Background: an optimization exercise with open tools, aiming at small area, a short achievable clock period and few clock cycles per item. Do not read the settings as production practice. Only simulation tests tie the RTL to the original design; equivalence was not proved.

==> run D <==
==> flow/design.v (excerpt) <==
module Milestone1 (
		input logic Clock,
		input logic Resetn,
		input logic Start,
		output logic Stop,
		output logic   [17:0]   SRAM_address,
		output logic   [15:0]   SRAM_write_data,
		output logic            SRAM_we_n,
		input  logic   [15:0]   SRAM_read_data
);
Settings: LEC_CHECK=0, CAP_MARGIN=20, CORE_MARGIN=2, CORE_UTILIZATION=30, PLACE_DENSITY=0.5, SLEW_MARGIN=20; clock period 13.0 ns.
run.sh (not shown) runs the stock make flow with config.mk's settings and CLKGATE_MAP_FILE= SYNTH_SCRIPT=/design/flow/synth_recipe.tcl, a recipe that flattens the netlist after the stock synthesis.
==> run Z: changes against run D <==
==> flow/flow/run.sh (new file) <==
#!/bin/bash
set -euo pipefail
export SETUP_SLACK_MARGIN=9.3
export BUFFER_PORTS_ARGS="-buffer_cell sky130_fd_sc_hd__buf_4"
bash standard.sh > standard.log 2>&1
==> flow/standard.sh (new file) <==
#!/bin/bash
# synth_recipe.tcl (not shown) runs the flow's synth.tcl, then flattens the netlist and writes it again
# the make line also repeats each setting of config.mk as NAME=value (left out here)
make -C /OpenROAD-flow-scripts/flow DESIGN_CONFIG=/design/flow/config.mk WORK_HOME=/design/flow/orfs CLKGATE_MAP_FILE= SYNTH_SCRIPT=/design/flow/synth_recipe.tcl "${@:-finish}"
removed: flow/run.sh
==> run M: changes against run D <==
--- a/flow/design.v
+++ b/flow/design.v
@@ -14,15 +14,15 @@
 logic [6:0]  c;             
 logic [14:0] w;             
 logic [2:0]  rdp;           
 logic [17:0] rgb;           
 logic        lastrow;       
 logic        a_rd, a_wr, a_isy, a_isv, a_yb;    
 logic [1:0]  a_k;
-logic        k_odd, k_sh, k_ldu, k_ldv, k_ldo;
+logic        k_odd, k_eveny, k_sh, k_ldu, k_ldv, k_ldo;
 logic [5:0]  k_src;         
 logic [2:0]  k_wsel;        
 wire c79     = (c == 7'd79);
 wire wrap    = ((ph == 5'd9) & ~c79) | (ph == 5'd16);
 wire last_wr = running & lastrow & c79 & (ph == 5'd10);
 wire [4:0] phN  = wrap ? 5'd0 : ph + 5'd1;
 wire [6:0] cN   = wrap ? (c79 ? 7'd0 : c + 7'd1) : c;
@@ -78,60 +78,67 @@
 			5'd9: begin d_sh = 1'b1; d_src = dupn ? 6'b100000 : 6'b001000; end
 			default: ;
 		endcase
 	end
 	d_ldu = ((phN == 5'd4) & upre) | (e79 & (phN == 5'd14));
 	d_ldv = ((phN == 5'd9) & vpre) | (e79 & ((phN == 5'd12) | (phN == 5'd15)));
 end
-wire [14:0] wk   = w + {13'd0, a_k};
-wire [17:0] a_uv = (a_isv ? 18'd57600 : 18'd38400) + {3'd0, wk};
-wire [17:0] a_ad = a_isy ? {2'd0, wk, a_yb} : a_uv;
+wire [17:0] a_x = a_isy ? {{2{vrow}}, w, 1'b0} : {{3{vrow}}, w};
+logic [17:0] a_c;
+always_comb begin
+	case ({a_isy, a_isv, a_k[0]})
+		3'b100: a_c = 18'd1;            
+		3'b101: a_c = 18'd2;            
+		3'b010: a_c = 18'd57602;
+		3'b011: a_c = 18'd57603;
+		default: a_c = 18'd38402;
+	endcase
+end
+wire [17:0] a_ad = a_x + a_c;
 wire go = running & ~last_wr;
 always_ff @(posedge Clock or negedge Resetn) begin
 	if (~Resetn) begin
 		running <= 1'b0; vrow <= 1'b1; ph <= 5'd4; c <= 7'd77; w <= 15'h7ffd;
 		rdp <= 3'd0; rgb <= 18'd146944; lastrow <= 1'b0;
 		SRAM_address <= 18'd0; SRAM_we_n <= 1'b1; Stop <= 1'b0;
 		a_rd <= 1'b0; a_wr <= 1'b0; a_isy <= 1'b0; a_isv <= 1'b0; a_yb <= 1'b0; a_k <= 2'd0;
-		k_odd <= 1'b0; k_sh <= 1'b0; k_ldu <= 1'b0; k_ldv <= 1'b0; k_ldo <= 1'b0;
+		k_odd <= 1'b0; k_eveny <= 1'b1; k_sh <= 1'b0; k_ldu <= 1'b0; k_ldv <= 1'b0; k_ldo <= 1'b0;
 		k_src <= 6'd0; k_wsel <= 3'd0;
 	end else begin
 		if (Start) running <= 1'b1;
 		lastrow <= ~vrow & (w >= 15'd19120);
 		Stop <= running & lastrow & c79 & (ph == 5'd9);
 		if (running) begin
 			ph <= phN; c <= cN; vrow <= vrN;
 			if (wrap) w <= w + 15'd1;
 		end
 		if (last_wr) begin
 			running <= 1'b0; vrow <= 1'b1; ph <= 5'd4; c <= 7'd77; w <= 15'h7ffd;
 		end
 		a_rd <= go & d_rd; a_wr <= go & d_wr; a_isy <= d_isy; a_isv <= d_isv; a_yb <= d_yb; a_k <= d_k;
-		k_odd <= d_odd; k_sh <= go & d_sh; k_ldu <= go & d_ldu; k_ldv <= go & d_ldv; k_ldo <= go & d_ldo;
+		k_odd <= d_odd; k_eveny <= ~d_odd; k_sh <= go & d_sh; k_ldu <= go & d_ldu; k_ldv <= go & d_ldv; k_ldo <= go & d_ldo;
 		k_src <= d_src; k_wsel <= d_wsel;
 		rdp <= {rdp[1:0], a_rd};
 		SRAM_we_n <= ~a_wr;
 		if (a_wr) begin
 			SRAM_address <= rgb; rgb <= rgb + 18'd1;
 		end else if (a_rd) begin
 			SRAM_address <= a_ad;
 		end
 		if (~running) rgb <= 18'd146944;
 	end
 end
 logic [15:0] D;                  
 logic [7:0]  pu_hi, pu_lo, pv_hi, pv_lo;
 logic [7:0]  ch [0:10];          
-logic [18:0] fa, fb;             
 logic [9:0]  vhold;              
 logic [22:0] yt;                 
 logic [8:0]  cu, cv;             
 logic [10:0] cu3, cv3;           
 logic        nu, nv;
-logic [23:0] o;                  
 logic [7:0]  b0;
 always_ff @(posedge Clock) begin
 	if (rdp[2]) D <= SRAM_read_data;
 end
 logic [7:0] chin;
 always_comb begin
 	chin = ({8{k_src[0]}} & pv_hi) | ({8{k_src[1]}} & pv_lo) | ({8{k_src[2]}} & pu_hi)
@@ -142,17 +149,20 @@
 	if (k_sh) begin
 		ch[0] <= chin;
 		for (i = 1; i <= 10; i = i + 1) ch[i] <= ch[i-1];
 	end
 	if (k_ldu) begin pu_hi <= D[15:8]; pu_lo <= D[7:0]; end
 	if (k_ldv) begin pv_hi <= D[15:8]; pv_lo <= D[7:0]; end
 end
-wire [8:0] fA = {1'b0, ch[10]} + {1'b0, ch[0]};
-wire [8:0] fB = {1'b0, ch[8]} + {1'b0, ch[2]};
-wire [8:0] fC = {1'b0, ch[6]} + {1'b0, ch[4]} + 9'd1;
+logic [8:0] fA, fB, fC;
+always_ff @(posedge Clock) begin
+	fA <= {1'b0, ch[9]} + {1'b0, chin};
+	fB <= {1'b0, ch[7]} + {1'b0, ch[1]};
+	fC <= {1'b0, ch[5]} + {1'b0, ch[3]} + 9'd1;
+end
 wire fl_1 = fA[5] ^ fA[3] ^ fA[1];
 wire fl_2 = (fA[5] & fA[3]) | (fA[5] & fA[1]) | (fA[3] & fA[1]);
 wire fl_3 = fA[6] ^ fA[4] ^ fA[2];
 wire fl_4 = (fA[6] & fA[4]) | (fA[6] & fA[2]) | (fA[4] & fA[2]);
 wire fl_5 = ~fB[0] ^ fB[3];
 wire fl_6 = ~fB[0] & fB[3];
 wire fl_7 = fA[7] ^ fA[5] ^ fA[3];
@@ -283,25 +293,26 @@
 wire fl_132 = (fl_102 & fl_103) | (fl_102 & fl_77) | (fl_103 & fl_77);
 wire fl_133 = fl_104 ^ fl_105 ^ 1'b1;
 wire fl_134 = (fl_104 & fl_105) | (fl_104 & 1'b1) | (fl_105 & 1'b1);
 wire fl_135 = fl_106 ^ fl_80 ^ fC[8];
 wire fl_136 = (fl_106 & fl_80) | (fl_106 & fC[8]) | (fl_80 & fC[8]);
 wire [18:0] fl_a = {1'b1, 1'b1, fl_136, fl_134, fl_132, fl_130, fl_128, fl_126, fl_124, fl_122, fl_120, fl_118, fl_116, fl_114, fl_112, fl_110, fl_108, fl_107, fA[0]};
 wire [18:0] fl_b = {1'b0, 1'b0, 1'b1, fl_135, fl_133, fl_131, fl_129, fl_127, fl_125, fl_123, fl_121, fl_119, fl_117, fl_115, fl_113, fl_111, fl_109, 1'b1, ~fC[0]};
+logic [18:0] fa, fb;             
 always_ff @(posedge Clock) begin
 	fa <= fl_a; fb <= fl_b;
 end
 wire [18:0] fs = fa + fb;
-wire [9:0]  fout = {fs[18], fs[16:8]};
-wire [10:0] f3 = {2'd0, fs[16:8]} + {1'b0, fs[16:8], 1'b0};
+wire [9:0]  fr = {fs[18], fs[16:8]};    
+wire [10:0] f3 = {2'd0, fr[8:0]} + {1'b0, fr[8:0], 1'b0};
 wire [7:0]  eu = ch[6], ev = ch[7];
 wire [10:0] eu3 = {3'd0, eu} + {2'd0, eu, 1'b0};
 wire [10:0] ev3 = {3'd0, ev} + {2'd0, ev, 1'b0};
 wire [10:0] vh3 = {2'd0, vhold[8:0]} + {1'b0, vhold[8:0], 1'b0};
-wire [7:0] Yv = k_odd ? D[7:0] : D[15:8];
+wire [7:0] Yv = k_eveny ? D[15:8] : D[7:0];
 wire ym_1 = Yv[7] ^ Yv[5];
 wire ym_2 = Yv[7] & Yv[5];
 wire ym_3 = Yv[6] ^ Yv[4];
 wire ym_4 = Yv[6] & Yv[4];
 wire ym_5 = Yv[7] ^ Yv[5];
 wire ym_6 = Yv[7] & Yv[5];
 wire ym_7 = Yv[2] ^ Yv[0];
@@ -324,27 +335,24 @@
 wire ym_24 = (ym_6 & Yv[6]) | (ym_6 & Yv[3]) | (Yv[6] & Yv[3]);
 wire ym_25 = Yv[7] ^ Yv[4];
 wire ym_26 = Yv[7] & Yv[4];
 wire [22:0] ym_a = {1'b0, Yv[7], Yv[6], ym_26, ym_24, ym_22, ym_20, ym_18, ym_16, ym_14, ym_12, ym_10, ym_8, ym_7, Yv[1], ~Yv[7], ~Yv[6], ~Yv[5], ~Yv[4], ~Yv[3], ~Yv[2], ~Yv[1], ~Yv[0]};
 wire [22:0] ym_b = {1'b0, 1'b0, 1'b0, Yv[5], ym_25, ym_23, ym_21, ym_19, ym_17, ym_15, ym_13, ym_11, ym_9, 1'b1, 1'b1, Yv[0], 1'b0, 1'b0, 1'b0, 1'b0, 1'b0, 1'b0, 1'b1};
 wire [22:0] ytn = ym_a + ym_b;
 always_ff @(posedge Clock) begin
-	vhold <= fout;
+	vhold <= fr;
 	yt <= ytn;
 	if (k_odd) begin
-		cu <= fout[8:0]; cu3 <= f3; nu <= fout[9];
+		cu <= fr[8:0]; cu3 <= f3; nu <= fr[9];
 		cv <= vhold[8:0]; cv3 <= vh3; nv <= vhold[9];
 	end else begin
 		cu <= {1'b0, eu}; cu3 <= eu3; nu <= 1'b0;
 		cv <= {1'b0, ev}; cv3 <= ev3; nv <= 1'b0;
 	end
 end
-function automatic [7:0] clip(input logic [27:0] x);
-	clip = x[27] ? 8'd0 : (|x[26:24]) ? 8'd255 : x[23:16];
-endfunction
 wire clr_1 = yt[5] ^ cv3[7];
 wire clr_2 = yt[5] & cv3[7];
 wire clr_3 = yt[6] ^ cv3[8];
 wire clr_4 = yt[6] & cv3[8];
 wire clr_5 = yt[7] ^ cv3[9] ^ cv[2];
 wire clr_6 = (yt[7] & cv3[9]) | (yt[7] & cv[2]) | (cv3[9] & cv[2]);
 wire clr_7 = yt[8] ^ cv3[10] ^ cv[3];
@@ -664,17 +672,22 @@
 wire clb_85 = yt[22] ^ cu[7];
 wire clb_86 = yt[22] & cu[7];
 wire clb_87 = cu[8] ^ 1'b1;
 wire clb_88 = cu[8] & 1'b1;
 wire [27:0] clb_a = {1'b1, clb_88, clb_86, clb_84, clb_82, clb_80, clb_78, clb_76, clb_74, clb_72, clb_70, clb_68, clb_66, clb_64, clb_62, clb_60, clb_58, clb_56, clb_54, clb_52, clb_50, clb_48, clb_46, clb_44, clb_43, yt[0], cu3[1], cu3[0]};
 wire [27:0] clb_b = {1'b0, 1'b1, clb_87, clb_85, clb_83, clb_81, clb_79, clb_77, clb_75, clb_73, clb_71, clb_69, clb_67, clb_65, clb_63, clb_61, clb_59, clb_57, clb_55, clb_53, clb_51, clb_49, clb_47, clb_45, cu3[3], cu3[2], 1'b0, 1'b0};
 wire [27:0] Bs = clb_a + clb_b;
-wire [7:0] R8 = nv ? 8'd0 : clip(Rs);
-wire [7:0] G8 = (nu | nv) ? 8'd0 : clip(Gs);
-wire [7:0] B8 = nu ? 8'd0 : clip(Bs);
+logic [29:0] o;                  
+wire [9:0] Rq = {Rs[27] | nv, |Rs[26:24], Rs[23:16]};
+wire [9:0] Gq = {Gs[27] | nu | nv, |Gs[26:24], Gs[23:16]};
+wire [9:0] Bq = {Bs[27] | nu, |Bs[26:24], Bs[23:16]};
+function automatic [7:0] clip(input logic [9:0] q);
+	clip = q[9] ? 8'd0 : q[8] ? 8'd255 : q[7:0];
+endfunction
+wire [7:0] oR = clip(o[29:20]), oG = clip(o[19:10]), oB = clip(o[9:0]);
 always_ff @(posedge Clock) begin
-	if (k_ldo) o <= {R8, G8, B8};
-	b0 <= o[7:0];
-	SRAM_write_data <= ({16{k_wsel[0]}} & o[23:8]) | ({16{k_wsel[1]}} & {b0, o[23:16]})
-	                 | ({16{k_wsel[2]}} & o[15:0]);
+	if (k_ldo) o <= {Rq, Gq, Bq};
+	b0 <= oB;
+	SRAM_write_data <= ({16{k_wsel[0]}} & {oR, oG}) | ({16{k_wsel[1]}} & {b0, oR})
+	                 | ({16{k_wsel[2]}} & {oG, oB});
 end
 endmodule
==> flow/flow/run.sh (new file) <==
#!/bin/bash
set -euo pipefail
export SETUP_SLACK_MARGIN=9.3
export BUFFER_PORTS_ARGS="-buffer_cell sky130_fd_sc_hd__buf_4"
bash standard.sh > standard.log 2>&1
==> flow/standard.sh (new file) <==
#!/bin/bash
# synth_recipe.tcl (not shown) runs the flow's synth.tcl, then flattens the netlist and writes it again
# the make line also repeats each setting of config.mk as NAME=value (left out here)
make -C /OpenROAD-flow-scripts/flow DESIGN_CONFIG=/design/flow/config.mk WORK_HOME=/design/flow/orfs CLKGATE_MAP_FILE= SYNTH_SCRIPT=/design/flow/synth_recipe.tcl "${@:-finish}"
removed: flow/run.sh
==> flow_summary.json <==
{
  "drtIter0Drc": 884,
  "ys_types": 83,
  "nFillCells": 7963,
  "slowest_delay_ns": 0.54,
  "outcome": "no timing/DRC/antenna violations",
  "whs_endpoint": "rdp[1]",
  "grt_antenna_before_repair": 4,
  "grt_util_met2_pct": 24.7,
  "cp_slowest_cell": "fa_1",
  "dp_cells": 3380,
  "final.period_utilization_pct": 32.8
}
the above is filed under run Z

==> flow_summary.json <==
{
  "outcome": "no timing/DRC/antenna violations",
  "whs_endpoint": "rdp[2]",
  "drtIter0Drc": 886,
  "cp_slowest_cell": "fa_1",
  "final.period_utilization_pct": 30.2,
  "dp_cells": 3444,
  "grt_util_met2_pct": 23.9,
  "ys_types": 87,
  "synth_enable_flop_cells": 158,
  "multi_input_area_share_pct": 46.5,
  "nFillCells": 8153,
  "slowest_delay_ns": 0.56,
  "min-delay-start": "rdp[1]"
}
the above is filed under run M

==> flow_summary.json <==
{
  "outcome": "no timing/DRC/antenna violations",
  "use_met1_pct": 19.6,
  "ys_types": 83,
  "synthAdderAreaFrac_pct": 26.6,
  "dp_cells": 3379,
  "maxCapViolations": 0,
  "drtIter0Drc": 1154,
  "n_clock_buffer": 57,
  "cp_slowest_cell": "mux2i_1",
  "slowest_delay_ns": 0.56,
  "grt_util_met2_pct": 23.5,
  "final.period_utilization_pct": 39.1,
  "grt_antenna_before_repair": 0,
  "htree_num_levels": 2,
  "nFillCells": 8113,
  "wl_met2_um": 27300,
  "whs_endpoint": "rdp[1]",
  "yosys.area_share.simple_pct": 8.37
}
the above is filed under run D

Testbench counts of run D, summed over its fixed seeds: cycles 774,832, frames 4.
Testbench counts of run Z, summed over its fixed seeds: cycles 774,832, frames 4.
Testbench counts of run M, summed over its fixed seeds: cycles 774,832, frames 4.

-- what the ideal ports hide --
Ports are ideal in the flow. The routed layouts listed here were re-timed in OpenROAD. Step 1 assumes that a clkbuf_16 drives the clock port and a buf_2 every other input. Step 2, shift: input delay + t, output delay - t, t = (earliest + latest rising clock arrival at the registers) / 2. This alone moves slack from input paths to output paths. Three values: ideal ports, drivers, drivers and shift; two values: the first two.
run | t, ns | setup WS [ns] | worst setup path after step 2 | latest minus earliest clock arrival (ns)
run D | 0.641 | 7.923 / 7.923 / 7.923 | register to register | 0.035 / 0.035
run Z | 0.641 | 8.739 / 8.739 / 8.739 | register to register | 0.036 / 0.037
run M | 0.656 | 9.069 / 9.069 / 9.069 | register to register | 0.056 / 0.056
After both steps every run listed still meets setup and hold.
